Source: an optimization exercise on an open RTL-to-GDS flow (aim: small area, a short achievable clock period and few clock cycles per item). Production flows keep margins and buffers that such runs may drop. RTL that was checked went through simulation tests only; none was proved equivalent to the original. For run 2, only the layout was checked, not whether the RTL still works.

==> flow/design.v (outline; a module is shown in full before it is edited, if it fits) <==
// module CPU: 672 lines
// module ksadd: 26 lines
// module booth17e: 447 lines
// module booth17enc: 14 lines
// module bkadd67: 266 lines
// module bkadd34: 133 lines
// module bkadd33: 131 lines
module CPU(
				clk,
			  rst_n,
		   IO_stall,
         awid_m_inf,
       awaddr_m_inf,
       awsize_m_inf,
      awburst_m_inf,
        awlen_m_inf,
      awvalid_m_inf,
      awready_m_inf,
        wdata_m_inf,
        wlast_m_inf,
       wvalid_m_inf,
       wready_m_inf,
          bid_m_inf,
        bresp_m_inf,
       bvalid_m_inf,
       bready_m_inf,
         arid_m_inf,
       araddr_m_inf,
        arlen_m_inf,
       arsize_m_inf,
      arburst_m_inf,
      arvalid_m_inf,
      arready_m_inf, 
          rid_m_inf,
        rdata_m_inf,
        rresp_m_inf,
        rlast_m_inf,
       rvalid_m_inf,
       rready_m_inf 
);
  // ...
==> flow/flow/run.sh <==
#!/bin/bash
# Standard layout, with timing repair aiming for a larger setup margin.
set -euo pipefail
bash standard.sh SETUP_SLACK_MARGIN=6 finish > standard_flow.log 2>&1
==> flow/standard.sh <==
#!/bin/bash
# synth_recipe.tcl (not shown) runs the flow's synth.tcl, then flattens the netlist and writes it again
# the make line also repeats each setting of config.mk as NAME=value (left out here)
make -C /OpenROAD-flow-scripts/flow DESIGN_CONFIG=/design/flow/config.mk WORK_HOME=/design/flow/orfs CLKGATE_MAP_FILE= SYNTH_SCRIPT=/design/flow/synth_recipe.tcl "${@:-finish}"
==> flow/config.mk <==
export PLATFORM = sky130hd
export DESIGN_NAME = CPU
export DESIGN_NICKNAME = CPU
export VERILOG_FILES = /design/flow/design.v
export SDC_FILE = /design/flow/constraint.sdc
export NUM_CORES = 8
export LEC_CHECK = 0
export CAP_MARGIN = 20
export CORE_MARGIN = 2
export CORE_UTILIZATION = 55.0
export SETUP_SLACK_MARGIN = 5
export SLEW_MARGIN = 20
==> flow/constraint.sdc <==
create_clock -name core_clock -period 10.0 [get_ports {clk}]
set_input_delay 2.0000 -clock core_clock [delete_from_list [all_inputs] [get_ports {clk}]]
set_output_delay 2.0000 -clock core_clock [all_outputs]
set_load 0.01 [all_outputs]
==> results.py, run 1 <==
metrics = {
    "run_status": {
        "status": "no timing/DRC/antenna violations",
    },
    "worst_hold_path": {
        "holdCritStartpoint": "a_sh[1]",
        "worstHoldPathType": "reg -> reg",
    },
    "synthesis": {
        "synthMuxAreaShare_pct": 3.70,
        "synth_area_leader_cell": "edfxtp_1",
        "synth_top_family_by_area": "compound AO/OA/AOI/OAI gates",
        "ys_types": 101,
        "synth-simple-area-share_pct": 11.0,
    },
    "layout": {
        "clk_share_pct": 5.64,
        "stdcell_area_um2": 72900,
        "seq_share_pct": 40.4,
        "multi_input_area_share_pct": 44.0,
        "largestClassByArea": "multi-input combinational cells",
        "multiInputGateArea_um2": 32100,
        "layout_common_cells": "edfxtp_1 (661), nand2_1 (412), nor2_1 (382), inv_1 (373), dfxtp_1 (277)",
        "num-nets-final": 6571,
    },
    "critical_path": {
        "rr_worst_depth": 11,
        "cp_top_family": "simple AND/OR/NAND/NOR gates",
    },
    "floorplan": {
        "core_area_um2": 114000,
    },
    "routing": {
        "wl_per_cell_um": 27.4,
        "wl_um": 212000,
        "ant_nets": 0,
        "dr_total_vias": 49900,
        "wl_met3_um": 22800,
    },
    "sta": {
        "period_share_pct": 40.4,
        "fin_crit_ns": 4.04,
        "slew_viol_final": 0,
        "fin_skew_ns": 0.0522,
    },
    "placed_design": {
        "port_buffers": 103,
    },
    "grt": {
        "top_usage_layer": "met2",
    },
}
Testbench counts, summed over its fixed seeds: cycles 37,599, instructions 12,000.
==> module CPU, before the edit <==
module CPU(
				clk,
			  rst_n,
		   IO_stall,
         awid_m_inf,
       awaddr_m_inf,
       awsize_m_inf,
      awburst_m_inf,
        awlen_m_inf,
      awvalid_m_inf,
      awready_m_inf,
        wdata_m_inf,
        wlast_m_inf,
       wvalid_m_inf,
       wready_m_inf,
          bid_m_inf,
        bresp_m_inf,
       bvalid_m_inf,
       bready_m_inf,
         arid_m_inf,
       araddr_m_inf,
        arlen_m_inf,
       arsize_m_inf,
      arburst_m_inf,
      arvalid_m_inf,
      arready_m_inf, 
          rid_m_inf,
        rdata_m_inf,
        rresp_m_inf,
        rlast_m_inf,
       rvalid_m_inf,
       rready_m_inf 
);
input  wire clk, rst_n;
output reg  IO_stall;
parameter ID_WIDTH = 4, ADDR_WIDTH = 32, DATA_WIDTH = 16, DRAM_NUMBER = 2, WRIT_NUMBER = 1;
output wire [WRIT_NUMBER * ID_WIDTH-1:0]      awid_m_inf;
output wire [WRIT_NUMBER * ADDR_WIDTH-1:0]  awaddr_m_inf;
output wire [WRIT_NUMBER * 3 -1:0]          awsize_m_inf;
output wire [WRIT_NUMBER * 2 -1:0]         awburst_m_inf;
output wire [WRIT_NUMBER * 7 -1:0]           awlen_m_inf;
output wire [WRIT_NUMBER-1:0]              awvalid_m_inf;
input  wire [WRIT_NUMBER-1:0]              awready_m_inf;
output wire [WRIT_NUMBER * DATA_WIDTH-1:0]   wdata_m_inf;
output wire [WRIT_NUMBER-1:0]                wlast_m_inf;
output wire [WRIT_NUMBER-1:0]               wvalid_m_inf;
input  wire [WRIT_NUMBER-1:0]               wready_m_inf;
input  wire [WRIT_NUMBER * ID_WIDTH-1:0]       bid_m_inf;
input  wire [WRIT_NUMBER * 2 -1:0]           bresp_m_inf;
input  wire [WRIT_NUMBER-1:0]               bvalid_m_inf;
output wire [WRIT_NUMBER-1:0]               bready_m_inf;
output wire [DRAM_NUMBER * ID_WIDTH-1:0]      arid_m_inf;
output wire [DRAM_NUMBER * ADDR_WIDTH-1:0]  araddr_m_inf;
output wire [DRAM_NUMBER * 7 -1:0]           arlen_m_inf;
output wire [DRAM_NUMBER * 3 -1:0]          arsize_m_inf;
output wire [DRAM_NUMBER * 2 -1:0]         arburst_m_inf;
output wire [DRAM_NUMBER-1:0]              arvalid_m_inf;
input  wire [DRAM_NUMBER-1:0]              arready_m_inf;
input  wire [DRAM_NUMBER * ID_WIDTH-1:0]       rid_m_inf;
input  wire [DRAM_NUMBER * DATA_WIDTH-1:0]   rdata_m_inf;
input  wire [DRAM_NUMBER * 2 -1:0]           rresp_m_inf;
input  wire [DRAM_NUMBER-1:0]                rlast_m_inf;
input  wire [DRAM_NUMBER-1:0]               rvalid_m_inf;
output wire [DRAM_NUMBER-1:0]               rready_m_inf;
assign awid_m_inf    = 4'd0;
assign awsize_m_inf  = 3'd1;
assign awburst_m_inf = 2'd1;
assign awlen_m_inf   = 7'd0;
assign wlast_m_inf   = 1'b1;       
assign bready_m_inf  = 1'b1;
assign arid_m_inf    = 8'd0;
assign arsize_m_inf  = {3'd1, 3'd1};
assign arburst_m_inf = {2'd1, 2'd1};
reg  [255:0] rfv;
reg  [15:0]  rv;
reg  [15:0]  wb_en;                
reg  [15:0]  wb_data;
reg  [15:0]  ra_sel, rb_sel, rd_sel;
genvar gi;
generate for (gi = 0; gi < 16; gi = gi + 1) begin : g_rf
    always @(posedge clk) if (wb_en[gi]) rfv[16*gi +: 16] <= wb_data;
end endgenerate
always @(posedge clk or negedge rst_n)
    if (!rst_n) rv <= 16'd0;
    else        rv <= rv | wb_en;
reg  [15:0] ra_raw, rb_raw;
integer ri;
always @(*) begin
    ra_raw = 16'd0;
    rb_raw = 16'd0;
    for (ri = 0; ri < 16; ri = ri + 1) begin
        ra_raw = ra_raw | ({16{ra_sel[ri]}} & rfv[16*ri +: 16]);
        rb_raw = rb_raw | ({16{rb_sel[ri]}} & rfv[16*ri +: 16]);
    end
end
wire [15:0] ra_val = ra_raw & {16{|(ra_sel & rv)}};
wire [15:0] rb_val = rb_raw & {16{|(rb_sel & rv)}};
reg         i_arvalid;
reg  [6:0]  i_arlen;
reg         i_rready;
reg  [7:0]  f_rem;         
reg  [7:0]  f_drop;        
reg         f_drain;       
reg  [10:0] f_addr;        
reg         q0v;
reg  [15:0] q0;
reg  [10:0] ipc;           
reg         rdr;           
reg  [10:0] rdr_tgt;
wire [15:0] i_rdata  = rdata_m_inf[31:16];
wire        i_beat   = rvalid_m_inf[1] & i_rready;
wire [2:0]  op    = q0[15:13];
wire [3:0]  f_rt  = q0[8:5];
wire        f_fn  = q0[0];
wire [4:0]  f_imm = q0[4:0];
wire is_alu  = (op == 3'd0) | (op == 3'd1 & ~f_fn);
wire is_mul  = (op == 3'd1) & f_fn;
wire is_ld   = (op == 3'd2);
wire is_st   = (op == 3'd3);
wire is_br   = (op == 3'd4);
wire is_det  = (op == 3'd7);
wire is_nop  = (op == 3'd5) | (op == 3'd6);
reg  [15:0] busy, kill;
wire [15:0] busy_rd = busy & ~kill;
wire bz_rs  = |(busy_rd & ra_sel);
wire bz_rt  = |(busy_rd & rb_sel);
wire bzw_rt = |(busy & rb_sel);
wire bz_rd  = |(busy & rd_sel);
reg         x_alu, x_sub, x_slt;
reg  [15:0] x_rd;
reg  [16:0] ma, mb;
wire [15:0] alu_sum;
ksadd #(16, 5) u_alu (.a(ma[15:0]), .b(mb[15:0] ^ {16{x_sub}}), .ci(x_sub), .s(alu_sum));
wire        alu_lt  = (ma[15] != mb[15]) ? ma[15] : alu_sum[15];
wire [15:0] alu_res = x_slt ? {15'd0, alu_lt} : alu_sum;
wire        xw_rs   = x_alu & |(x_rd & ra_sel);
wire        xw_rt   = x_alu & |(x_rd & rb_sel);
wire [15:0] ra_fwd  = xw_rs ? alu_res : ra_val;
wire [15:0] rb_fwd  = xw_rt ? alu_res : rb_val;
wire        br_eq   = (ra_val == rb_val);
wire [10:0] ls_addr;
ksadd #(11, 4) u_lsa (.a(ra_val[10:0]), .b({{6{f_imm[4]}}, f_imm}), .ci(1'b0), .s(ls_addr));
wire [10:0] br_tgt  = ipc + 11'd1 + {{6{f_imm[4]}}, f_imm};
reg  [33:0] ms, mc;
reg  [8:0]  bd_one, bd_two, bd_neg;    
reg  [66:0] mp;
reg  [32:0] mq;            
wire [33:0] bs, bc;
booth17e u_mul (.a(ma), .d_one(bd_one), .d_two(bd_two), .d_neg(bd_neg), .s(bs), .c(bc));
wire [33:0] prod;
bkadd34 u_prod (.a(ms), .b(mc), .ci(1'b0), .s(prod));
reg         a_v, s_v, p_v;
reg  [1:0]  a_kind, s_kind, p_kind;
reg         a_first, s_first, p_first;
reg  [1:0]  a_sh, s_sh;
reg         a_buf, s_buf, p_buf;
reg  [3:0]  a_tag, s_tag, p_tag;
wire        p_mul   = p_v & (p_kind == 2'd3);    
wire [15:0] dec_ptag = 16'd1 << p_tag;
wire        p_mulwb = p_mul;                   
wire [15:0] mul_pend = ((a_v & (a_kind == 2'd3)) ? (16'd1 << a_tag) : 16'd0)
                     | ((s_v & (s_kind == 2'd3)) ? (16'd1 << s_tag) : 16'd0)
                     | (p_mul ? dec_ptag : 16'd0);
reg         dt_on;         
reg         dt_sat;        
reg  [2:0]  dt_ph;         
reg  [6:0]  dt_slot;
reg  [3:0]  dt_cnt;
reg  [3:0]  nx_ra, nx_rb;
reg  [1:0]  dt_kind, dt_sh, nx_kind, nx_sh;
reg         dt_first, dt_ha, dt_hb, dt_buf, nx_first, nx_ha, nx_hb, nx_buf;
reg         dt_v, nx_v;
wire [6:0]  dt_nslot;        
always @(*) begin
    nx_ra = 4'd0; nx_rb = 4'd0; nx_kind = 2'd0; nx_first = 1'b0;
    nx_ha = 1'b0; nx_hb = 1'b0; nx_sh = 2'd0; nx_buf = 1'b0; nx_v = 1'b1;
    case (dt_nslot)
        7'd0: begin nx_ra = 4'd0; nx_rb = 4'd5; nx_kind = 2'd0; nx_first = 1'b1; nx_ha = 1'b0; nx_hb = 1'b0; nx_sh = 2'd0; nx_buf = 1'b0; end
        7'd1: begin nx_ra = 4'd1; nx_rb = 4'd4; nx_kind = 2'd0; nx_first = 1'b0; nx_ha = 1'b0; nx_hb = 1'b0; nx_sh = 2'd0; nx_buf = 1'b0; end
        7'd2: begin nx_ra = 4'd10; nx_rb = 4'd15; nx_kind = 2'd1; nx_first = 1'b1; nx_ha = 1'b0; nx_hb = 1'b0; nx_sh = 2'd0; nx_buf = 1'b0; end
        7'd3: begin nx_ra = 4'd11; nx_rb = 4'd14; nx_kind = 2'd1; nx_first = 1'b0; nx_ha = 1'b0; nx_hb = 1'b0; nx_sh = 2'd0; nx_buf = 1'b0; end
        7'd4: begin nx_ra = 4'd0; nx_rb = 4'd6; nx_kind = 2'd0; nx_first = 1'b1; nx_ha = 1'b0; nx_hb = 1'b0; nx_sh = 2'd0; nx_buf = 1'b1; end
        7'd5: begin nx_ra = 4'd2; nx_rb = 4'd4; nx_kind = 2'd0; nx_first = 1'b0; nx_ha = 1'b0; nx_hb = 1'b0; nx_sh = 2'd0; nx_buf = 1'b1; end
        7'd6: begin nx_ra = 4'd11; nx_rb = 4'd13; nx_kind = 2'd1; nx_first = 1'b1; nx_ha = 1'b0; nx_hb = 1'b0; nx_sh = 2'd0; nx_buf = 1'b1; end
        7'd7: begin nx_ra = 4'd9; nx_rb = 4'd15; nx_kind = 2'd1; nx_first = 1'b0; nx_ha = 1'b0; nx_hb = 1'b0; nx_sh = 2'd0; nx_buf = 1'b1; end
        7'd8: begin nx_ra = 4'd0; nx_rb = 4'd0; nx_kind = 2'd2; nx_first = 1'b0; nx_ha = 1'b1; nx_hb = 1'b1; nx_sh = 2'd2; nx_buf = 1'b0; end
        7'd9: begin nx_ra = 4'd0; nx_rb = 4'd7; nx_kind = 2'd0; nx_first = 1'b1; nx_ha = 1'b0; nx_hb = 1'b0; nx_sh = 2'd0; nx_buf = 1'b0; end
        7'd10: begin nx_ra = 4'd3; nx_rb = 4'd4; nx_kind = 2'd0; nx_first = 1'b0; nx_ha = 1'b0; nx_hb = 1'b0; nx_sh = 2'd0; nx_buf = 1'b0; end
        7'd11: begin nx_ra = 4'd9; nx_rb = 4'd14; nx_kind = 2'd1; nx_first = 1'b1; nx_ha = 1'b0; nx_hb = 1'b0; nx_sh = 2'd0; nx_buf = 1'b0; end
        7'd12: begin nx_ra = 4'd10; nx_rb = 4'd13; nx_kind = 2'd1; nx_first = 1'b0; nx_ha = 1'b0; nx_hb = 1'b0; nx_sh = 2'd0; nx_buf = 1'b0; end
        7'd13: begin nx_ra = 4'd0; nx_rb = 4'd0; nx_kind = 2'd2; nx_first = 1'b0; nx_ha = 1'b1; nx_hb = 1'b1; nx_sh = 2'd2; nx_buf = 1'b1; end
        7'd14: begin nx_ra = 4'd1; nx_rb = 4'd6; nx_kind = 2'd0; nx_first = 1'b1; nx_ha = 1'b0; nx_hb = 1'b0; nx_sh = 2'd0; nx_buf = 1'b1; end
        7'd15: begin nx_ra = 4'd2; nx_rb = 4'd5; nx_kind = 2'd0; nx_first = 1'b0; nx_ha = 1'b0; nx_hb = 1'b0; nx_sh = 2'd0; nx_buf = 1'b1; end
        7'd16: begin nx_ra = 4'd8; nx_rb = 4'd15; nx_kind = 2'd1; nx_first = 1'b1; nx_ha = 1'b0; nx_hb = 1'b0; nx_sh = 2'd0; nx_buf = 1'b1; end
        7'd17: begin nx_ra = 4'd11; nx_rb = 4'd12; nx_kind = 2'd1; nx_first = 1'b0; nx_ha = 1'b0; nx_hb = 1'b0; nx_sh = 2'd0; nx_buf = 1'b1; end
        7'd18: begin nx_ra = 4'd0; nx_rb = 4'd0; nx_kind = 2'd2; nx_first = 1'b0; nx_ha = 1'b1; nx_hb = 1'b1; nx_sh = 2'd2; nx_buf = 1'b0; end
        7'd19: begin nx_ra = 4'd1; nx_rb = 4'd7; nx_kind = 2'd0; nx_first = 1'b1; nx_ha = 1'b0; nx_hb = 1'b0; nx_sh = 2'd0; nx_buf = 1'b0; end
        7'd20: begin nx_ra = 4'd3; nx_rb = 4'd5; nx_kind = 2'd0; nx_first = 1'b0; nx_ha = 1'b0; nx_hb = 1'b0; nx_sh = 2'd0; nx_buf = 1'b0; end
        7'd21: begin nx_ra = 4'd10; nx_rb = 4'd12; nx_kind = 2'd1; nx_first = 1'b1; nx_ha = 1'b0; nx_hb = 1'b0; nx_sh = 2'd0; nx_buf = 1'b0; end
        7'd22: begin nx_ra = 4'd8; nx_rb = 4'd14; nx_kind = 2'd1; nx_first = 1'b0; nx_ha = 1'b0; nx_hb = 1'b0; nx_sh = 2'd0; nx_buf = 1'b0; end
        7'd23: begin nx_ra = 4'd0; nx_rb = 4'd0; nx_kind = 2'd2; nx_first = 1'b0; nx_ha = 1'b1; nx_hb = 1'b1; nx_sh = 2'd2; nx_buf = 1'b1; end
        7'd24: begin nx_ra = 4'd2; nx_rb = 4'd7; nx_kind = 2'd0; nx_first = 1'b1; nx_ha = 1'b0; nx_hb = 1'b0; nx_sh = 2'd0; nx_buf = 1'b1; end
        7'd25: begin nx_ra = 4'd3; nx_rb = 4'd6; nx_kind = 2'd0; nx_first = 1'b0; nx_ha = 1'b0; nx_hb = 1'b0; nx_sh = 2'd0; nx_buf = 1'b1; end
        7'd26: begin nx_ra = 4'd8; nx_rb = 4'd13; nx_kind = 2'd1; nx_first = 1'b1; nx_ha = 1'b0; nx_hb = 1'b0; nx_sh = 2'd0; nx_buf = 1'b1; end
        7'd27: begin nx_ra = 4'd9; nx_rb = 4'd12; nx_kind = 2'd1; nx_first = 1'b0; nx_ha = 1'b0; nx_hb = 1'b0; nx_sh = 2'd0; nx_buf = 1'b1; end
        7'd28: begin nx_ra = 4'd0; nx_rb = 4'd0; nx_kind = 2'd2; nx_first = 1'b0; nx_ha = 1'b1; nx_hb = 1'b1; nx_sh = 2'd2; nx_buf = 1'b0; end
        7'd29: begin nx_ra = 4'd0; nx_rb = 4'd5; nx_kind = 2'd0; nx_first = 1'b1; nx_ha = 1'b0; nx_hb = 1'b0; nx_sh = 2'd0; nx_buf = 1'b0; end
        7'd30: begin nx_ra = 4'd1; nx_rb = 4'd4; nx_kind = 2'd0; nx_first = 1'b0; nx_ha = 1'b0; nx_hb = 1'b0; nx_sh = 2'd0; nx_buf = 1'b0; end
        7'd31: begin nx_ra = 4'd0; nx_rb = 4'd0; nx_kind = 2'd2; nx_first = 1'b0; nx_ha = 1'b1; nx_hb = 1'b1; nx_sh = 2'd2; nx_buf = 1'b1; end
        7'd32: begin nx_ra = 4'd10; nx_rb = 4'd15; nx_kind = 2'd1; nx_first = 1'b1; nx_ha = 1'b0; nx_hb = 1'b0; nx_sh = 2'd0; nx_buf = 1'b0; end
        7'd33: begin nx_ra = 4'd11; nx_rb = 4'd14; nx_kind = 2'd1; nx_first = 1'b0; nx_ha = 1'b0; nx_hb = 1'b0; nx_sh = 2'd0; nx_buf = 1'b0; end
        7'd34: begin nx_ra = 4'd0; nx_rb = 4'd6; nx_kind = 2'd0; nx_first = 1'b1; nx_ha = 1'b0; nx_hb = 1'b0; nx_sh = 2'd0; nx_buf = 1'b1; end
        7'd35: begin nx_ra = 4'd2; nx_rb = 4'd4; nx_kind = 2'd0; nx_first = 1'b0; nx_ha = 1'b0; nx_hb = 1'b0; nx_sh = 2'd0; nx_buf = 1'b1; end
        7'd36: begin nx_ra = 4'd11; nx_rb = 4'd13; nx_kind = 2'd1; nx_first = 1'b1; nx_ha = 1'b0; nx_hb = 1'b0; nx_sh = 2'd0; nx_buf = 1'b1; end
        7'd37: begin nx_ra = 4'd9; nx_rb = 4'd15; nx_kind = 2'd1; nx_first = 1'b0; nx_ha = 1'b0; nx_hb = 1'b0; nx_sh = 2'd0; nx_buf = 1'b1; end
        7'd38: begin nx_ra = 4'd0; nx_rb = 4'd0; nx_kind = 2'd2; nx_first = 1'b0; nx_ha = 1'b0; nx_hb = 1'b0; nx_sh = 2'd0; nx_buf = 1'b0; end
        7'd39: begin nx_ra = 4'd0; nx_rb = 4'd0; nx_kind = 2'd2; nx_first = 1'b0; nx_ha = 1'b1; nx_hb = 1'b0; nx_sh = 2'd1; nx_buf = 1'b0; end
        7'd40: begin nx_ra = 4'd0; nx_rb = 4'd0; nx_kind = 2'd2; nx_first = 1'b0; nx_ha = 1'b0; nx_hb = 1'b1; nx_sh = 2'd1; nx_buf = 1'b0; end
        7'd41: begin nx_ra = 4'd0; nx_rb = 4'd7; nx_kind = 2'd0; nx_first = 1'b1; nx_ha = 1'b0; nx_hb = 1'b0; nx_sh = 2'd0; nx_buf = 1'b0; end
        7'd42: begin nx_ra = 4'd3; nx_rb = 4'd4; nx_kind = 2'd0; nx_first = 1'b0; nx_ha = 1'b0; nx_hb = 1'b0; nx_sh = 2'd0; nx_buf = 1'b0; end
        7'd43: begin nx_ra = 4'd9; nx_rb = 4'd14; nx_kind = 2'd1; nx_first = 1'b1; nx_ha = 1'b0; nx_hb = 1'b0; nx_sh = 2'd0; nx_buf = 1'b0; end
        7'd44: begin nx_ra = 4'd10; nx_rb = 4'd13; nx_kind = 2'd1; nx_first = 1'b0; nx_ha = 1'b0; nx_hb = 1'b0; nx_sh = 2'd0; nx_buf = 1'b0; end
        7'd45: begin nx_ra = 4'd0; nx_rb = 4'd0; nx_kind = 2'd2; nx_first = 1'b0; nx_ha = 1'b0; nx_hb = 1'b0; nx_sh = 2'd0; nx_buf = 1'b1; end
        7'd46: begin nx_ra = 4'd0; nx_rb = 4'd0; nx_kind = 2'd2; nx_first = 1'b0; nx_ha = 1'b1; nx_hb = 1'b0; nx_sh = 2'd1; nx_buf = 1'b1; end
        7'd47: begin nx_ra = 4'd0; nx_rb = 4'd0; nx_kind = 2'd2; nx_first = 1'b0; nx_ha = 1'b0; nx_hb = 1'b1; nx_sh = 2'd1; nx_buf = 1'b1; end
        7'd48: begin nx_ra = 4'd1; nx_rb = 4'd6; nx_kind = 2'd0; nx_first = 1'b1; nx_ha = 1'b0; nx_hb = 1'b0; nx_sh = 2'd0; nx_buf = 1'b1; end
        7'd49: begin nx_ra = 4'd2; nx_rb = 4'd5; nx_kind = 2'd0; nx_first = 1'b0; nx_ha = 1'b0; nx_hb = 1'b0; nx_sh = 2'd0; nx_buf = 1'b1; end
        7'd50: begin nx_ra = 4'd8; nx_rb = 4'd15; nx_kind = 2'd1; nx_first = 1'b1; nx_ha = 1'b0; nx_hb = 1'b0; nx_sh = 2'd0; nx_buf = 1'b1; end
        7'd51: begin nx_ra = 4'd11; nx_rb = 4'd12; nx_kind = 2'd1; nx_first = 1'b0; nx_ha = 1'b0; nx_hb = 1'b0; nx_sh = 2'd0; nx_buf = 1'b1; end
        7'd52: begin nx_ra = 4'd0; nx_rb = 4'd0; nx_kind = 2'd2; nx_first = 1'b0; nx_ha = 1'b0; nx_hb = 1'b0; nx_sh = 2'd0; nx_buf = 1'b0; end
        7'd53: begin nx_ra = 4'd0; nx_rb = 4'd0; nx_kind = 2'd2; nx_first = 1'b0; nx_ha = 1'b1; nx_hb = 1'b0; nx_sh = 2'd1; nx_buf = 1'b0; end
        7'd54: begin nx_ra = 4'd0; nx_rb = 4'd0; nx_kind = 2'd2; nx_first = 1'b0; nx_ha = 1'b0; nx_hb = 1'b1; nx_sh = 2'd1; nx_buf = 1'b0; end
        7'd55: begin nx_ra = 4'd1; nx_rb = 4'd7; nx_kind = 2'd0; nx_first = 1'b1; nx_ha = 1'b0; nx_hb = 1'b0; nx_sh = 2'd0; nx_buf = 1'b0; end
        7'd56: begin nx_ra = 4'd3; nx_rb = 4'd5; nx_kind = 2'd0; nx_first = 1'b0; nx_ha = 1'b0; nx_hb = 1'b0; nx_sh = 2'd0; nx_buf = 1'b0; end
        7'd57: begin nx_ra = 4'd10; nx_rb = 4'd12; nx_kind = 2'd1; nx_first = 1'b1; nx_ha = 1'b0; nx_hb = 1'b0; nx_sh = 2'd0; nx_buf = 1'b0; end
        7'd58: begin nx_ra = 4'd8; nx_rb = 4'd14; nx_kind = 2'd1; nx_first = 1'b0; nx_ha = 1'b0; nx_hb = 1'b0; nx_sh = 2'd0; nx_buf = 1'b0; end
        7'd59: begin nx_ra = 4'd0; nx_rb = 4'd0; nx_kind = 2'd2; nx_first = 1'b0; nx_ha = 1'b0; nx_hb = 1'b0; nx_sh = 2'd0; nx_buf = 1'b1; end
        7'd60: begin nx_ra = 4'd0; nx_rb = 4'd0; nx_kind = 2'd2; nx_first = 1'b0; nx_ha = 1'b1; nx_hb = 1'b0; nx_sh = 2'd1; nx_buf = 1'b1; end
        7'd61: begin nx_ra = 4'd0; nx_rb = 4'd0; nx_kind = 2'd2; nx_first = 1'b0; nx_ha = 1'b0; nx_hb = 1'b1; nx_sh = 2'd1; nx_buf = 1'b1; end
        7'd62: begin nx_ra = 4'd2; nx_rb = 4'd7; nx_kind = 2'd0; nx_first = 1'b1; nx_ha = 1'b0; nx_hb = 1'b0; nx_sh = 2'd0; nx_buf = 1'b1; end
        7'd63: begin nx_ra = 4'd3; nx_rb = 4'd6; nx_kind = 2'd0; nx_first = 1'b0; nx_ha = 1'b0; nx_hb = 1'b0; nx_sh = 2'd0; nx_buf = 1'b1; end
        7'd64: begin nx_ra = 4'd8; nx_rb = 4'd13; nx_kind = 2'd1; nx_first = 1'b1; nx_ha = 1'b0; nx_hb = 1'b0; nx_sh = 2'd0; nx_buf = 1'b1; end
        7'd65: begin nx_ra = 4'd9; nx_rb = 4'd12; nx_kind = 2'd1; nx_first = 1'b0; nx_ha = 1'b0; nx_hb = 1'b0; nx_sh = 2'd0; nx_buf = 1'b1; end
        7'd66: begin nx_ra = 4'd0; nx_rb = 4'd0; nx_kind = 2'd2; nx_first = 1'b0; nx_ha = 1'b0; nx_hb = 1'b0; nx_sh = 2'd0; nx_buf = 1'b0; end
        7'd67: begin nx_ra = 4'd0; nx_rb = 4'd0; nx_kind = 2'd2; nx_first = 1'b0; nx_ha = 1'b1; nx_hb = 1'b0; nx_sh = 2'd1; nx_buf = 1'b0; end
        7'd68: begin nx_ra = 4'd0; nx_rb = 4'd0; nx_kind = 2'd2; nx_first = 1'b0; nx_ha = 1'b0; nx_hb = 1'b1; nx_sh = 2'd1; nx_buf = 1'b0; end
        7'd69: begin nx_ra = 4'd0; nx_rb = 4'd0; nx_kind = 2'd2; nx_first = 1'b0; nx_ha = 1'b0; nx_hb = 1'b0; nx_sh = 2'd0; nx_buf = 1'b1; end
        7'd70: begin nx_ra = 4'd0; nx_rb = 4'd0; nx_kind = 2'd2; nx_first = 1'b0; nx_ha = 1'b1; nx_hb = 1'b0; nx_sh = 2'd1; nx_buf = 1'b1; end
        7'd71: begin nx_ra = 4'd0; nx_rb = 4'd0; nx_kind = 2'd2; nx_first = 1'b0; nx_ha = 1'b0; nx_hb = 1'b1; nx_sh = 2'd1; nx_buf = 1'b1; end
        default: ;
    endcase
end
reg  [32:0] t0, b0, t1, b1;      
reg  [66:0] acc;
wire [32:0] t_sel = dt_buf ? t1 : t0;
wire [32:0] b_sel = dt_buf ? b1 : b0;
wire [16:0] ch_a  = dt_ha ? t_sel[32:16] : {1'b0, t_sel[15:0]};
wire [16:0] ch_b  = dt_hb ? b_sel[32:16] : {1'b0, b_sel[15:0]};
wire dt_issue = dt_on & (dt_ph == 3'd0) & ~dt_sat;
wire [32:0] x_new;
bkadd33 u_minor (.a(mq), .b(~mp[32:0]), .ci(1'b1), .s(x_new));
wire [66:0] acc_sum;
ksadd #(67, 7) u_acc (.a(acc), .b(mp), .ci(1'b0), .s(acc_sum));
wire        sat_ok  = (&acc[66:15]) | ~(|acc[66:15]);
wire [15:0] det_res = sat_ok ? acc[15:0] : (acc[66] ? 16'h8000 : 16'h7fff);
reg  [10:0] dm_addr;       
reg         d_arvalid;
reg         la1_v;         
reg  [10:0] la1;
reg  [1:0]  ld_cnt;        
reg  [3:0]  ld_tag0, ld_tag1;
reg         md_v;          
reg  [15:0] md;
reg  [3:0]  md_tag;
reg         d_rready;
reg         d_awvalid, d_wvalid;
reg  [1:0]  st_ph;         
reg  [10:0] st_addr;
reg  [15:0] wd;
assign awaddr_m_inf  = {20'd1, st_addr, 1'b0};
assign arvalid_m_inf = {i_arvalid, d_arvalid};
assign araddr_m_inf  = {20'd1, f_addr, 1'b0, 20'd1, dm_addr, 1'b0};
assign arlen_m_inf   = {i_arlen, 7'd0};
assign rready_m_inf  = {i_rready, d_rready};
assign awvalid_m_inf = d_awvalid;
assign wdata_m_inf   = wd;
assign wvalid_m_inf  = d_wvalid;
wire d_beat = rvalid_m_inf[0] & d_rready;
wire s_mul  = s_v & (s_kind == 2'd3);      
wire hz_alu = bz_rs | bz_rt | s_mul | |(mul_pend & rd_sel);
wire hz_mul = bz_rs | bz_rt | bz_rd;
wire hz_ld  = bz_rs | bzw_rt | ld_cnt[1] | xw_rs;
wire hz_st  = bz_rs | bz_rt | xw_rs;
wire hz_br  = bz_rs | bz_rt | xw_rs | xw_rt;
reg  [3:0] rc;
reg        rc_full, rc_z;      
wire       q0ok    = q0v & ~rc_full & ~rdr;
wire st_wpend = st_ph[0] | (st_ph == 2'd2);
wire go_alu = q0ok & is_alu & ~hz_alu;
wire go_mul = q0ok & is_mul & ~hz_mul;
wire go_ld  = q0ok & is_ld  & ~hz_ld;
wire go_st  = q0ok & is_st  & ~hz_st & (st_ph == 2'd0) & rc_z;
wire go_br  = q0ok & is_br  & ~hz_br;
wire go_nop = q0ok & is_nop;
wire go_det = q0ok & is_det & ~dt_on;
wire dt_pause = dt_v & (dt_kind != 2'd2) & (bz_rs | bz_rt);
wire dt_adv   = dt_issue & ~dt_pause;
wire st_done = (st_ph == 2'd3) & bvalid_m_inf;
wire dt_early = dt_issue & (dt_slot == 7'd35) & ~((&acc[66:51]) | ~(|acc[66:51]));
wire dt_done = dt_on & ((dt_ph == 3'd4) | dt_sat) & ~p_mulwb & ~busy_rd[0];
wire pop   = go_alu | go_mul | go_ld | go_br | go_nop | go_st | dt_done;
wire taken = go_br & br_eq & (f_imm != 5'd0);
wire inc   = go_alu | go_mul | go_ld | go_br | go_nop | dt_done;
wire ret   = (st_ph == 2'd0) ? (~rc_z | inc) : st_done;
wire [3:0] rc_n = rc + {3'd0, inc} - {3'd0, ret & (st_ph == 2'd0)};
wire [15:0] dec_md   = 16'd1 << md_tag;
wire [15:0] dec_ld0  = 16'd1 << ld_tag0;
wire        k_md     = |(dec_md & kill);
wire        k_ld0    = |(dec_ld0 & kill);
wire wb_busy = p_mulwb | x_alu | dt_done;
wire md_wb   = md_v & ~wb_busy & ~k_md;
wire rd_wb   = d_beat & ~md_v & ~wb_busy & ~k_ld0;
wire md_kl   = md_v & k_md;
wire rd_kl   = d_beat & ~md_v & k_ld0;
always @(*) begin
    if (p_mulwb)      begin wb_en = dec_ptag; wb_data = mp[15:0]; end
    else if (x_alu)   begin wb_en = x_rd;     wb_data = alu_res;  end
    else if (dt_done) begin wb_en = 16'd1;    wb_data = det_res;  end
    else if (md_v)    begin wb_en = md_wb ? dec_md : 16'd0; wb_data = md; end
    else              begin wb_en = rd_wb ? dec_ld0 : 16'd0; wb_data = rdata_m_inf[15:0]; end
end
wire [15:0] set_mul = go_mul ? rd_sel : 16'd0;
wire [15:0] set_ld  = go_ld  ? rb_sel : 16'd0;
wire [15:0] clr_mul = p_mul ? dec_ptag : 16'd0;
wire [15:0] clr_md  = (md_wb | md_kl) ? dec_md : 16'd0;
wire [15:0] clr_rd  = (rd_wb | rd_kl) ? dec_ld0 : 16'd0;
wire [15:0] set_kl  = go_alu ? (rd_sel & busy & ~clr_mul & ~clr_md & ~clr_rd) : 16'd0;
always @(posedge clk or negedge rst_n)
    if (!rst_n) begin
        busy <= 16'd0;
        kill <= 16'd0;
    end else begin
        busy <= (busy & ~clr_mul & ~clr_md & ~clr_rd) | set_mul | set_ld;
        kill <= ((kill & ~clr_mul & ~clr_md & ~clr_rd) | set_kl) & ~set_mul & ~set_ld;
    end
always @(posedge clk or negedge rst_n)
    if (!rst_n) begin
        IO_stall <= 1'b1;
        rc       <= 4'd0;
        rc_full  <= 1'b0;
        rc_z     <= 1'b1;
    end else begin
        IO_stall <= ~ret;
        rc       <= rc_n;
        rc_full  <= (rc_n == 4'd15);
        rc_z     <= (rc_n == 4'd0);
    end
reg  [15:0] ib0, ib1, ib2, ib3;
reg  [1:0]  ib_rp;
reg  [2:0]  ib_cnt;
wire        rem_z   = (f_rem == 8'd0);
wire        rem_1   = (f_rem == 8'd1);
wire        drop_z  = (f_drop == 8'd0);
wire        push    = i_beat & drop_z;
wire [7:0]  rem_n   = f_rem - {7'd0, i_beat};
wire        end_n   = rem_z | (rem_1 & i_beat);    
wire [10:0] f_addr_1 = f_addr + 11'd1;
reg  [10:0] rd_d;
reg  [4:0]  rdr_k;
wire        rd_inb  = ~rem_z & ({1'b0, rd_d} < {4'd0, f_rem});
wire        rd_jmp  = q0v & (rdr_k[4:3] == 2'd0) & (rdr_k[2:0] != 3'd0) & (rdr_k[2:0] <= ib_cnt);
wire [10:0] tgt_d   = br_tgt - f_addr;
always @(posedge clk) begin
    if (taken) begin
        rd_d  <= i_beat ? tgt_d - 11'd1 : tgt_d;
        rdr_k <= f_imm;
    end
end
wire        hold_ar = q0v & is_br;
wire        q_adv   = (pop & ~rdr) | (rdr & rd_jmp);
wire [2:0]  adv     = rdr ? rdr_k[2:0] : 3'd1;
wire [1:0]  rd_idx  = ib_rp + adv[1:0] - 2'd1;
reg  [15:0] ib_rd;
always @(*) begin
    case (rd_idx)
        2'd0: ib_rd = ib0;
        2'd1: ib_rd = ib1;
        2'd2: ib_rd = ib2;
        default: ib_rd = ib3;
    endcase
end
reg  [7:0]  drop_n;
reg  [2:0]  cnt_n;
reg  [1:0]  rp_n;
reg         q0v_n, drain_n, q0_beat, q0_ib, ib_push, new_ar;
reg  [10:0] sa, ipc_n;
always @(*) begin
    drop_n  = f_drop - {7'd0, i_beat & ~drop_z};
    drain_n = f_drain;
    q0v_n   = q0v;
    cnt_n   = ib_cnt;
    rp_n    = ib_rp;
    q0_beat = 1'b0;
    q0_ib   = 1'b0;
    ib_push = 1'b0;
    ipc_n   = ipc;
    sa      = f_drain ? rdr_tgt : (i_beat ? f_addr_1 : f_addr);
    new_ar  = end_n & ~hold_ar;
    if (rdr & ~rd_jmp) begin
        q0v_n = 1'b0;
        cnt_n = 3'd0;
        ipc_n = rdr_tgt;
        new_ar = end_n;
        if (rd_inb) begin
            if (i_beat) begin
                if (rd_d == 11'd0) begin q0v_n = 1'b1; q0_beat = 1'b1; drop_n = 8'd0; end
                else drop_n = {1'b0, rd_d[6:0]} - 8'd1;
            end else drop_n = {1'b0, rd_d[6:0]};
        end else begin
            drop_n  = rem_n;
            drain_n = 1'b1;
            sa      = rdr_tgt;
        end
    end else if (q_adv) begin
        ipc_n = ipc + {8'd0, adv};
        if (ib_cnt >= adv) begin
            q0_ib  = 1'b1;
            q0v_n  = 1'b1;
            rp_n   = ib_rp + adv[1:0];
            cnt_n  = ib_cnt - adv + {2'd0, push};
            ib_push = push;
        end else begin                       
            q0v_n  = push;
            q0_beat = push;
            cnt_n  = 3'd0;
        end
    end else if (push) begin
        if (!q0v) begin q0_beat = 1'b1; q0v_n = 1'b1; end
        else      begin ib_push = 1'b1; cnt_n = ib_cnt + 3'd1; end
    end
    if (new_ar) drain_n = 1'b0;
end
wire [6:0]  sa_len  = (sa[10:7] == 4'hf) ? ~sa[6:0] : 7'd127;
wire [1:0]  ib_wp   = ib_rp + ib_cnt[1:0];
always @(posedge clk) begin
    if (q0_beat)     q0 <= i_rdata;
    else if (q0_ib)  q0 <= ib_rd;
    if (ib_push & (ib_wp == 2'd0)) ib0 <= i_rdata;
    if (ib_push & (ib_wp == 2'd1)) ib1 <= i_rdata;
    if (ib_push & (ib_wp == 2'd2)) ib2 <= i_rdata;
    if (ib_push & (ib_wp == 2'd3)) ib3 <= i_rdata;
    if (taken)       rdr_tgt <= br_tgt;
end
always @(posedge clk or negedge rst_n) begin
    if (!rst_n) begin
        i_arvalid <= 1'b0;
        i_arlen   <= 7'd0;
        i_rready  <= 1'b0;
        f_rem     <= 8'd0;
        f_drop    <= 8'd0;
        f_drain   <= 1'b0;
        f_addr    <= 11'd0;
        q0v       <= 1'b0;
        ib_cnt    <= 3'd0;
        ib_rp     <= 2'd0;
        ipc       <= 11'd0;
        rdr       <= 1'b0;
    end else begin
        rdr <= taken;
        ipc <= ipc_n;
        if (i_arvalid & arready_m_inf[1]) i_arvalid <= 1'b0;
        if (new_ar) begin                   
            i_arvalid <= 1'b1;
            i_arlen   <= sa_len;
            f_addr    <= sa;
            f_rem     <= {1'b0, sa_len} + 8'd1;
        end else begin
            if (i_beat) f_addr <= f_addr_1;
            f_rem   <= rem_n;
        end
        f_drain  <= drain_n;
        f_drop   <= drop_n;
        q0v      <= q0v_n;
        ib_cnt   <= cnt_n;
        ib_rp    <= rp_n;
        i_rready <= (drop_n != 8'd0) | ~(q0v_n & (cnt_n == 3'd4));
    end
end
wire dt_issue_n = go_det | (dt_adv & (dt_slot != 7'd71) & ~dt_done);
always @(posedge clk) begin
    if (dt_issue_n) begin
        ra_sel <= 16'd1 << nx_ra;
        rb_sel <= 16'd1 << nx_rb;
    end else if (q0_beat) begin
        ra_sel <= 16'd1 << i_rdata[12:9];
        rb_sel <= 16'd1 << i_rdata[8:5];
    end else if (q0_ib) begin
        ra_sel <= 16'd1 << ib_rd[12:9];
        rb_sel <= 16'd1 << ib_rd[8:5];
    end
    if (q0_beat)    rd_sel <= 16'd1 << i_rdata[4:1];
    else if (q0_ib) rd_sel <= 16'd1 << ib_rd[4:1];
end
wire [8:0] chb_one, chb_two, chb_neg, rbf_one, rbf_two, rbf_neg;
booth17enc u_enc_ch (.b(ch_b), .d_one(chb_one), .d_two(chb_two), .d_neg(chb_neg));
booth17enc u_enc_rb (.b({rb_fwd[15], rb_fwd}), .d_one(rbf_one), .d_two(rbf_two), .d_neg(rbf_neg));
always @(posedge clk) begin
    if (dt_adv & (dt_kind == 2'd2)) begin
        ma <= ch_a;
        mb <= ch_b;
        bd_one <= chb_one; bd_two <= chb_two; bd_neg <= chb_neg;
    end else begin
        ma <= {ra_fwd[15], ra_fwd};
        mb <= {rb_fwd[15], rb_fwd};
        bd_one <= rbf_one; bd_two <= rbf_two; bd_neg <= rbf_neg;
    end
    x_rd  <= rd_sel;
    x_sub <= f_fn | (op == 3'd1);
    x_slt <= (op == 3'd1);
    ms <= bs;
    mc <= bc;
    if (dt_on & (dt_ph == 3'd2)) mp <= {58'd0, q0[8:0]};       
    else case (s_sh)
        2'd0:    mp <= {{33{prod[33]}}, prod};
        2'd1:    mp <= {{17{prod[33]}}, prod, 16'd0};
        default: mp <= {prod[33], prod, 32'd0};
    endcase
    a_kind  <= dt_adv ? dt_kind : 2'd3;
    a_first <= dt_adv & dt_first;
    a_sh    <= dt_adv ? dt_sh : 2'd0;
    a_buf   <= dt_buf;
    a_tag   <= q0[4:1];
    s_kind <= a_kind; s_first <= a_first; s_sh <= a_sh; s_buf <= a_buf; s_tag <= a_tag;
    p_kind <= s_kind; p_first <= s_first; p_buf <= s_buf; p_tag <= s_tag;
end
always @(posedge clk or negedge rst_n)
    if (!rst_n) begin a_v <= 1'b0; s_v <= 1'b0; p_v <= 1'b0; x_alu <= 1'b0; end
    else        begin a_v <= go_mul | (dt_adv & dt_v); s_v <= a_v; p_v <= s_v; x_alu <= go_alu; end
always @(posedge clk) begin
    if (p_v & p_first) mq <= mp[32:0];
    if (p_v & ~p_first & (p_kind[1] == 1'b0)) begin
        case ({p_buf, p_kind[0]})
            2'b00: t0 <= x_new;
            2'b01: b0 <= x_new;
            2'b10: t1 <= x_new;
            2'b11: b1 <= x_new;
        endcase
    end
    if (go_det)                                acc <= 67'd0;
    else if (p_v & (p_kind == 2'd2))           acc <= acc_sum;
    else if (dt_on & (dt_ph == 3'd2) & (dt_cnt != 4'd0))
                                               acc <= {acc[66], acc[66], acc[66:2]};
    else if (dt_on & (dt_ph == 3'd3))          acc <= acc_sum;
end
assign dt_nslot = go_det ? 7'd0 : dt_slot + 7'd1;
always @(posedge clk) begin
    if (go_det | dt_adv) begin
        dt_kind <= nx_kind; dt_first <= nx_first;
        dt_ha <= nx_ha; dt_hb <= nx_hb; dt_sh <= nx_sh; dt_buf <= nx_buf; dt_v <= nx_v;
    end
end
always @(posedge clk or negedge rst_n) begin
    if (!rst_n) begin
        dt_on   <= 1'b0;
        dt_ph   <= 3'd0;
        dt_slot <= 7'd0;
        dt_cnt  <= 4'd0;
        dt_sat  <= 1'b0;
    end else begin
        dt_sat <= ~go_det & ~dt_done & (dt_sat | dt_early);
        if (go_det) begin
            dt_on   <= 1'b1;
            dt_ph   <= 3'd0;
            dt_slot <= 7'd0;
        end else if (dt_done) begin
            dt_on   <= 1'b0;
            dt_ph   <= 3'd0;
        end else if (dt_on) begin
            case (dt_ph)
                3'd0: if (dt_adv) begin
                    dt_slot <= dt_slot + 7'd1;
                    if (dt_slot == 7'd71) begin dt_ph <= 3'd1; dt_cnt <= 4'd2; end
                end
                3'd1: begin        
                    dt_cnt <= dt_cnt - 4'd1;
                    if (dt_cnt == 4'd0) begin dt_ph <= 3'd2; dt_cnt <= q0[12:9]; end
                end
                3'd2: begin        
                    dt_cnt <= dt_cnt - 4'd1;
                    if (dt_cnt == 4'd0) dt_ph <= 3'd3;
                end
                3'd3: dt_ph <= 3'd4;
                default: ;         
            endcase
        end
    end
end
wire d_arhs = d_arvalid & arready_m_inf[0];
reg  d_arq, d_arh, la1_h;
wire a_free = ~d_arq | d_arhs;
wire [1:0] ld_cnt_n = ld_cnt + {1'b0, go_ld} - {1'b0, d_beat};
reg  [1:0] st_lw;
wire [1:0] st_lw_n = st_lw - {1'b0, d_beat & (st_lw != 2'd0)};
always @(posedge clk) begin
    if (go_st) st_addr <= ls_addr;
    if (go_st) wd <= rb_fwd;
    if (d_beat & ~rd_wb & ~rd_kl) begin md <= rdata_m_inf[15:0]; md_tag <= ld_tag0; end
    if (a_free) begin
        if (la1_v)      dm_addr <= la1;
        else if (go_ld) dm_addr <= ls_addr;
    end
    if (go_ld & ~(a_free & ~la1_v)) la1 <= ls_addr;
    if (d_beat) begin
        ld_tag0 <= (go_ld & (ld_cnt == 2'd1)) ? f_rt : ld_tag1;
        ld_tag1 <= f_rt;
    end else if (go_ld) begin
        if (ld_cnt == 2'd0) ld_tag0 <= f_rt;
        else                ld_tag1 <= f_rt;
    end
end
always @(posedge clk or negedge rst_n) begin
    if (!rst_n) begin
        d_arvalid <= 1'b0;
        d_arq     <= 1'b0;
        d_arh     <= 1'b0;
        la1_v     <= 1'b0;
        la1_h     <= 1'b0;
        ld_cnt    <= 2'd0;
        md_v      <= 1'b0;
        d_rready  <= 1'b0;
        d_awvalid <= 1'b0;
        d_wvalid  <= 1'b0;
        st_ph     <= 2'd0;
        st_lw     <= 2'd0;
    end else begin : dport
        reg md_v_n, arq_n, arh_n;
        if (a_free) begin
            if (la1_v) begin
                arq_n = 1'b1; arh_n = la1_h & st_wpend;
                la1_v <= go_ld; la1_h <= st_wpend;
            end else if (go_ld) begin
                arq_n = 1'b1; arh_n = st_wpend;
            end else begin
                arq_n = 1'b0; arh_n = 1'b0;
            end
        end else begin
            arq_n = 1'b1; arh_n = d_arh & st_wpend;
            if (go_ld) begin la1_v <= 1'b1; la1_h <= st_wpend; end
            else la1_h <= la1_h & st_wpend;
        end
        d_arq     <= arq_n;
        d_arh     <= arh_n;
        d_arvalid <= arq_n & ~arh_n;
        ld_cnt <= ld_cnt_n;
        st_lw  <= go_st ? (ld_cnt - {1'b0, d_beat}) : st_lw_n;
        md_v_n = (md_v & ~md_wb & ~md_kl) | (d_beat & ~rd_wb & ~rd_kl);
        md_v     <= md_v_n;
        d_rready <= ~md_v_n;
        case (st_ph)
            2'd0: if (go_st) begin d_awvalid <= 1'b1; st_ph <= 2'd1; end
            2'd1: if (awready_m_inf) begin
                      d_awvalid <= 1'b0; st_ph <= 2'd2;
                      d_wvalid  <= (st_lw_n == 2'd0);
                  end
            2'd2: if (d_wvalid) begin
                      if (wready_m_inf) begin d_wvalid <= 1'b0; st_ph <= 2'd3; end
                  end else if (st_lw_n == 2'd0) d_wvalid <= 1'b1;
            2'd3: if (bvalid_m_inf) st_ph <= 2'd0;
        endcase
    end
end
endmodule
==> inputs of run 2 (changes only) <==
--- a/flow/design.v
+++ b/flow/design.v
@@ -102,8 +102,8 @@
 reg  [7:0]  f_drop;        
 reg         f_drain;       
 reg  [10:0] f_addr;        
-reg         q0v;
-reg  [15:0] q0;
+reg         q0v, q1v;
+reg  [15:0] q0, q1;
 reg  [10:0] ipc;           
 reg         rdr;           
 reg  [10:0] rdr_tgt;
@@ -162,7 +162,6 @@
                      | ((s_v & (s_kind == 2'd3)) ? (16'd1 << s_tag) : 16'd0)
                      | (p_mul ? dec_ptag : 16'd0);
 reg         dt_on;         
-reg         dt_sat;        
 reg  [2:0]  dt_ph;         
 reg  [6:0]  dt_slot;
 reg  [3:0]  dt_cnt;
@@ -256,11 +255,11 @@
 wire [32:0] b_sel = dt_buf ? b1 : b0;
 wire [16:0] ch_a  = dt_ha ? t_sel[32:16] : {1'b0, t_sel[15:0]};
 wire [16:0] ch_b  = dt_hb ? b_sel[32:16] : {1'b0, b_sel[15:0]};
-wire dt_issue = dt_on & (dt_ph == 3'd0) & ~dt_sat;
+wire dt_issue = dt_on & (dt_ph == 3'd0);
 wire [32:0] x_new;
 bkadd33 u_minor (.a(mq), .b(~mp[32:0]), .ci(1'b1), .s(x_new));
 wire [66:0] acc_sum;
-ksadd #(67, 7) u_acc (.a(acc), .b(mp), .ci(1'b0), .s(acc_sum));
+bkadd67 u_acc (.a(acc), .b(mp), .ci(1'b0), .s(acc_sum));
 wire        sat_ok  = (&acc[66:15]) | ~(|acc[66:15]);
 wire [15:0] det_res = sat_ok ? acc[15:0] : (acc[66] ? 16'h8000 : 16'h7fff);
 reg  [10:0] dm_addr;       
@@ -307,7 +306,7 @@
 wire dt_adv   = dt_issue & ~dt_pause;
 wire st_done = (st_ph == 2'd3) & bvalid_m_inf;
 wire dt_early = dt_issue & (dt_slot == 7'd35) & ~((&acc[66:51]) | ~(|acc[66:51]));
-wire dt_done = dt_on & ((dt_ph == 3'd4) | dt_sat) & ~p_mulwb & ~busy_rd[0];
+wire dt_done = dt_on & ((dt_ph == 3'd4) | dt_early) & ~p_mulwb & ~busy_rd[0];
 wire pop   = go_alu | go_mul | go_ld | go_br | go_nop | go_st | dt_done;
 wire taken = go_br & br_eq & (f_imm != 5'd0);
 wire inc   = go_alu | go_mul | go_ld | go_br | go_nop | dt_done;
@@ -355,9 +354,6 @@
         rc_full  <= (rc_n == 4'd15);
         rc_z     <= (rc_n == 4'd0);
     end
-reg  [15:0] ib0, ib1, ib2, ib3;
-reg  [1:0]  ib_rp;
-reg  [2:0]  ib_cnt;
 wire        rem_z   = (f_rem == 8'd0);
 wire        rem_1   = (f_rem == 8'd1);
 wire        drop_z  = (f_drop == 8'd0);
@@ -365,50 +361,36 @@
 wire [7:0]  rem_n   = f_rem - {7'd0, i_beat};
 wire        end_n   = rem_z | (rem_1 & i_beat);    
 wire [10:0] f_addr_1 = f_addr + 11'd1;
+wire [10:0] ipc_1   = ipc + 11'd1;
 reg  [10:0] rd_d;
-reg  [4:0]  rdr_k;
+reg         rdr_imm1;
 wire        rd_inb  = ~rem_z & ({1'b0, rd_d} < {4'd0, f_rem});
-wire        rd_jmp  = q0v & (rdr_k[4:3] == 2'd0) & (rdr_k[2:0] != 3'd0) & (rdr_k[2:0] <= ib_cnt);
+wire        rd_q1   = q1v & rdr_imm1;
 wire [10:0] tgt_d   = br_tgt - f_addr;
 always @(posedge clk) begin
     if (taken) begin
-        rd_d  <= i_beat ? tgt_d - 11'd1 : tgt_d;
-        rdr_k <= f_imm;
+        rd_d     <= i_beat ? tgt_d - 11'd1 : tgt_d;
+        rdr_imm1 <= (f_imm == 5'd1);
     end
 end
 wire        hold_ar = q0v & is_br;
-wire        q_adv   = (pop & ~rdr) | (rdr & rd_jmp);
-wire [2:0]  adv     = rdr ? rdr_k[2:0] : 3'd1;
-wire [1:0]  rd_idx  = ib_rp + adv[1:0] - 2'd1;
-reg  [15:0] ib_rd;
-always @(*) begin
-    case (rd_idx)
-        2'd0: ib_rd = ib0;
-        2'd1: ib_rd = ib1;
-        2'd2: ib_rd = ib2;
-        default: ib_rd = ib3;
-    endcase
-end
 reg  [7:0]  drop_n;
-reg  [2:0]  cnt_n;
-reg  [1:0]  rp_n;
-reg         q0v_n, drain_n, q0_beat, q0_ib, ib_push, new_ar;
+reg         q0v_n, q1v_n, drain_n, q0_beat, q0_q1, q1_beat, new_ar;
 reg  [10:0] sa, ipc_n;
 always @(*) begin
     drop_n  = f_drop - {7'd0, i_beat & ~drop_z};
     drain_n = f_drain;
     q0v_n   = q0v;
-    cnt_n   = ib_cnt;
-    rp_n    = ib_rp;
+    q1v_n   = q1v;
     q0_beat = 1'b0;
-    q0_ib   = 1'b0;
-    ib_push = 1'b0;
+    q0_q1   = 1'b0;
+    q1_beat = 1'b0;
     ipc_n   = ipc;
     sa      = f_drain ? rdr_tgt : (i_beat ? f_addr_1 : f_addr);
     new_ar  = end_n & ~hold_ar;
-    if (rdr & ~rd_jmp) begin
+    if (rdr & ~rd_q1) begin
         q0v_n = 1'b0;
-        cnt_n = 3'd0;
+        q1v_n = 1'b0;
         ipc_n = rdr_tgt;
         new_ar = end_n;
         if (rd_inb) begin
@@ -421,34 +403,21 @@
             drain_n = 1'b1;
             sa      = rdr_tgt;
         end
-    end else if (q_adv) begin
-        ipc_n = ipc + {8'd0, adv};
-        if (ib_cnt >= adv) begin
-            q0_ib  = 1'b1;
-            q0v_n  = 1'b1;
-            rp_n   = ib_rp + adv[1:0];
-            cnt_n  = ib_cnt - adv + {2'd0, push};
-            ib_push = push;
-        end else begin                       
-            q0v_n  = push;
-            q0_beat = push;
-            cnt_n  = 3'd0;
-        end
+    end else if (pop | rdr) begin
+        ipc_n = ipc_1;
+        if (q1v) begin q0_q1 = 1'b1; q0v_n = 1'b1; q1v_n = push; q1_beat = push; end
+        else     begin q0v_n = push; q0_beat = push; q1v_n = 1'b0; end
     end else if (push) begin
         if (!q0v) begin q0_beat = 1'b1; q0v_n = 1'b1; end
-        else      begin ib_push = 1'b1; cnt_n = ib_cnt + 3'd1; end
+        else      begin q1_beat = 1'b1; q1v_n = 1'b1; end
     end
     if (new_ar) drain_n = 1'b0;
 end
 wire [6:0]  sa_len  = (sa[10:7] == 4'hf) ? ~sa[6:0] : 7'd127;
-wire [1:0]  ib_wp   = ib_rp + ib_cnt[1:0];
 always @(posedge clk) begin
     if (q0_beat)     q0 <= i_rdata;
-    else if (q0_ib)  q0 <= ib_rd;
-    if (ib_push & (ib_wp == 2'd0)) ib0 <= i_rdata;
-    if (ib_push & (ib_wp == 2'd1)) ib1 <= i_rdata;
-    if (ib_push & (ib_wp == 2'd2)) ib2 <= i_rdata;
-    if (ib_push & (ib_wp == 2'd3)) ib3 <= i_rdata;
+    else if (q0_q1)  q0 <= q1;
+    if (q1_beat)     q1 <= i_rdata;
     if (taken)       rdr_tgt <= br_tgt;
 end
 always @(posedge clk or negedge rst_n) begin
@@ -461,8 +430,7 @@
         f_drain   <= 1'b0;
         f_addr    <= 11'd0;
         q0v       <= 1'b0;
-        ib_cnt    <= 3'd0;
-        ib_rp     <= 2'd0;
+        q1v       <= 1'b0;
         ipc       <= 11'd0;
         rdr       <= 1'b0;
     end else begin
@@ -481,12 +449,11 @@
         f_drain  <= drain_n;
         f_drop   <= drop_n;
         q0v      <= q0v_n;
-        ib_cnt   <= cnt_n;
-        ib_rp    <= rp_n;
-        i_rready <= (drop_n != 8'd0) | ~(q0v_n & (cnt_n == 3'd4));
+        q1v      <= q1v_n;
+        i_rready <= (drop_n != 8'd0) | ~(q0v_n & q1v_n);
     end
 end
-wire dt_issue_n = go_det | (dt_adv & (dt_slot != 7'd71) & ~dt_done);
+wire dt_issue_n = go_det | (dt_adv & (dt_slot != 7'd71) & ~dt_early);
 always @(posedge clk) begin
     if (dt_issue_n) begin
         ra_sel <= 16'd1 << nx_ra;
@@ -494,12 +461,12 @@
     end else if (q0_beat) begin
         ra_sel <= 16'd1 << i_rdata[12:9];
         rb_sel <= 16'd1 << i_rdata[8:5];
-    end else if (q0_ib) begin
-        ra_sel <= 16'd1 << ib_rd[12:9];
-        rb_sel <= 16'd1 << ib_rd[8:5];
+    end else if (q0_q1) begin
+        ra_sel <= 16'd1 << q1[12:9];
+        rb_sel <= 16'd1 << q1[8:5];
     end
     if (q0_beat)    rd_sel <= 16'd1 << i_rdata[4:1];
-    else if (q0_ib) rd_sel <= 16'd1 << ib_rd[4:1];
+    else if (q0_q1) rd_sel <= 16'd1 << q1[4:1];
 end
 wire [8:0] chb_one, chb_two, chb_neg, rbf_one, rbf_two, rbf_neg;
 booth17enc u_enc_ch (.b(ch_b), .d_one(chb_one), .d_two(chb_two), .d_neg(chb_neg));
@@ -565,9 +532,7 @@
         dt_ph   <= 3'd0;
         dt_slot <= 7'd0;
         dt_cnt  <= 4'd0;
-        dt_sat  <= 1'b0;
     end else begin
-        dt_sat <= ~go_det & ~dt_done & (dt_sat | dt_early);
         if (go_det) begin
             dt_on   <= 1'b1;
             dt_ph   <= 3'd0;
==> run 2 against run 1 <==
Flip-flop and latch count fell by 57. Worst hold slack got worse by 0.0059 ns. Final area is 4.5% lower. First-iteration DRC count grew 0.22%. Sequential share of layout area fell by 0.44 points. Die area shrank 5.8%. Fmax decreased by 5.3%. Critical path depth rose by 3. Routed wire length decreased by 5.1%. Critical path type unchanged. Non-clock buffer count grew 42. Synthesized area down 5.9%.
==> results.py, run 2 <==
metrics = {
    "clocking": {
        "clkLatencyLatePin_ns": 0.75,
        "ctsRootBufferMaster": "clkbuf_16",
        "cts_max_path_buffers": 3,
        "cts_tree": "built",
        "cts_made_buffers": 115,
        "cts_sinks": 1045,
        "path_clk_slew_ns": 0.06,
        "htree_levels": 3,
    },
    "routing": {
        "drt_pass1_iterations": 6,
        "highest_layer": "met5",
        "dr_total_vias": 46700,
        "wl_per_cell_um": 27.9,
        "drt-met1-wl_um": 82800,
        "wl_met2_um": 86200,
        "wl_met3_um": 22900,
        "wl_um": 201000,
        "drc_errors": 0,
        "ant_nets": 0,
        "drtIter0Drc": 6033,
        "vias_per_cell": 6.48,
    },
    "layout": {
        "regMostFlops": "rfv",
        "num-nets-final": 6188,
        "fillCellCount": 8525,
        "area_growth_pct": 17.4,
        "layout_common_cells": "edfxtp_1 (609), inv_1 (373), nand2_1 (351), nor2_1 (320), dfxtp_1 (248)",
        "reg_top3": "rfv: 256 flops, acc: 67 flops, mp: 66 flops",
        "layout_commonest_cell": "edfxtp_1",
        "drive_above_1_share_pct": 16.2,
        "largest_reg_flops": 256,
        "fin_cells": 7209,
        "final_util_pct": 65.1,
    },
    "critical_path": {
        "cp_max_fo": 9,
        "rr_worst_depth": 14,
        "required_ns": 10.51,
        "critical_path_buf_inv_count": 3,
        "cpMaxStageDelayCell": "nor3_1",
        "cp_top_family": "simple AND/OR/NAND/NOR gates",
        "crit_chain": "nand2_1, nor3_1, o21ai_0, nand4_1, nor4_4, buf_6, or3_4, a221oi_4, buf_6, buf_16, mux2i_4, mux2i_4, nand2_2, nor2_2",
        "r2r_start": "p_tag[1]",
        "critPathLaunchType": "flip-flop",
        "cp.arrival_ns": 4.77,
        "max_stage_delay_ns": 0.79,
        "rrSetupSlack_ns": 5.73,
        "worst-setup-path-type": "reg -> reg",
        "critPathCaptureType": "flip-flop",
        "reg2reg_to": "ra_sel[15]",
    },
    "synthesis": {
        "synth-seq-cells": 1045,
        "synth-async-reset-ratio_pct": 13.4,
        "syn_inst": 5493,
        "synth_area_leader_cell": "edfxtp_1",
        "synth_top_area_share_pct": 30.8,
        "ys_types": 86,
        "yosysSeqAreaShare_pct": 46.7,
        "synthTopCellsByArea": "edfxtp_1 (31%), dfxtp_1 (10%), fa_1 (5.9%)",
        "yosysMostFrequentCell": "edfxtp_1",
        "yosysWarnings": 3,
        "synth_area_um2": 59300,
        "synth_top_cells_by_count": "edfxtp_1 (609), inv_1 (379), nand2_1 (362)",
        "synth_edf_count": 609,
        "yosys_most_used_dff": "edfxtp_1",
        "syn_avg_cell_area_um2": 10.8,
    },
    "placed_design": {
        "hpwlAfterDp_um": 129000,
        "gp_congestion": 0.940,
        "dp.cells": 6795,
        "port_buffers": 103,
    },
    "sta": {
        "relSlewSlack_pct": 19.8,
        "period_share_pct": 42.7,
        "setup_tns_ns": 0,
        "tightestPinTransition_ns": 1.19,
        "slew_viol_final": 0,
        "rsz0062_at_grt": "yes",
        "final_hold_viol_count": 0,
        "fin_skew_ns": 0.0639,
        "setup_viol": 0,
        "fmax_mhz": 234,
        "fin_crit_ns": 4.27,
    },
    "floorplan": {
        "num_rows": 120,
        "die_x_um": 332,
        "die_h_um": 332,
        "io_pins": 230,
        "dieArea_um2": 110000,
        "start_util_pct": 55.4,
        "core_area_um2": 107000,
    },
    "worst_hold_path": {
        "min_path_cells": 0,
        "holdCritStartpoint": "a_sh[0]",
        "hold_end": "s_sh[0]",
        "worstHoldPathType": "reg -> reg",
    },
    "grt": {
        "antenna_found_initial": 6,
        "grt_pass1_wl_um": 293000,
        "grt_max_degree": 101,
        "grt_overflow_total": 0,
        "grt_usage_pct": 35.5,
        "grt_pass1_vias": 44200,
    },
    "job": {
        "timing.max_cap.violations": 0,
    },
    "run_status": {
        "status": "no timing/DRC/antenna violations",
    },
}
==> run 2: changes by cell type after synthesis, moves of 38 or more <==
cell,previous run,this run
nand2_1,420,362
a21oi_1,284,246
edfxtp_1,661,609
a211oi_1,105,66
o21ai_0,250,157
nor2_1,401,353
==> run 2: worst register-to-register path, cell delays in order (launching register included) <==
cell and delay [ns]:
dfxtp_1 0.57, nand2_1 0.22, nor3_1 0.79, o21ai_0 0.20, nand4_1 0.18, nor4_4 0.07, buf_6 0.13, or3_4 0.40
a221oi_4 0.37, buf_6 0.17, buf_16 0.13, mux2i_4 0.38, mux2i_4 0.18, nand2_2 0.20, nor2_2 0.06
==> run 2: cells by family (layout without fill, tap and decap cells) <==
logic type	Yosys count	count (layout)	synth area share [%]
XOR/XNOR	383	383	5.66
multiplexers	185	185	3.92
flip-flops	1045	1045	46.7
other	2	108	0.0127
adder cells (fa/ha/maj)	427	427	11.2
AO/OA/AOI/OAI	1399	1400	16.7
AND/OR/NAND/NOR	1240	1246	9.94
buffers and inverters	812	1012	5.88
==> run 2: layout make-up <==
| class | count | area [um^2] | share of cell area [%] |
|---|---|---|---|
| antenna | 2 | 5.00 | 0.00719 |
| inverter | 380 | 1450 | 2.08 |
| sequential | 1045 | 27800 | 40.0 |
| multi-input combinational | 3747 | 30300 | 43.5 |
| timing repair buffer | 414 | 4430 | 6.37 |
| tap | 1403 | 1760 | 2.52 |
| clock buffer | 166 | 3300 | 4.75 |
| clock inverter | 52 | 574 | 0.825 |
==> run 2: how the worst max path moves through the flow <==
stage	slack [ns]	startpoint	to	cells after the start
final	5.73	p_tag[1]	ra_sel[15]	14
after global routing	5.66	acc[58]	ra_sel[15]	14
after CTS	5.76	mp[18]	acc[66]	17
after detailed placement	4.34	kill[0]	ra_sel[14]	14
after global placement	4.38	kill[0]	ra_sel[14]	14
after floorplan	5.91	rvalid_m_inf[1]	f_rem[4]	17
==> run 2: stage by stage <==
stage	hold WS, ns	instance area, um^2	worst slack, ns
after floorplan	0.310	59800	5.91
after global placement	0.310	61600	4.38
after detailed placement	0.312	61600	4.34
after CTS	0.319	68200	5.76
after global routing	0.330	69600	5.66
final	0.317	69600	5.73
==> run 2: routing by layer <==
layer / track usage, % / up-vias
met5: 0 / -
met4: 13.4 / 6
met3: 7.91 / 549
met2: 52.3 / 2787
met1: 51.3 / 23000
li1: - / 20400
==> run 2: what timing repair did <==
item	4_1_cts	5_1_grt
gates cloned	19	4
pin swaps	63	77
hold buffers	0	0
endpoints found under the setup margin	803	598
gates resized for setup	289	212
setup buffers	117	54

-- afterwards: timing with drivers on the ports --
No port has a modelled driver above. Below, the same layouts with a new extraction and two added sets of constraints. Step 1: set_driving_cell puts a clkbuf_16 on clk and a buf_2 on each other input, an assumption about the parent block. Step 2 moves the port delays by t, midway between the first and last clock arrival at a register: inputs arrive t later, outputs are due t later. That takes back most of the time a late clock gives input paths. Slacks: ideal / step 1 / step 2; pairs: ideal / step 1.
run | t, ns | setup WS [ns] | slew at the worst register clock pin (ns) | pins driven straight from the clock port
run 1 | 0.802 | 5.956 / 5.956 / 5.275 | 0.07 / 0.07 | 1
run 2 | 0.797 | 5.731 / 5.731 / 5.411 | 0.07 / 0.07 | 1
After both steps every run listed still meets setup and hold. The setup slack of run 1, which loses most, moves by 0.000 ns with the drivers and by -0.681 ns with both steps.
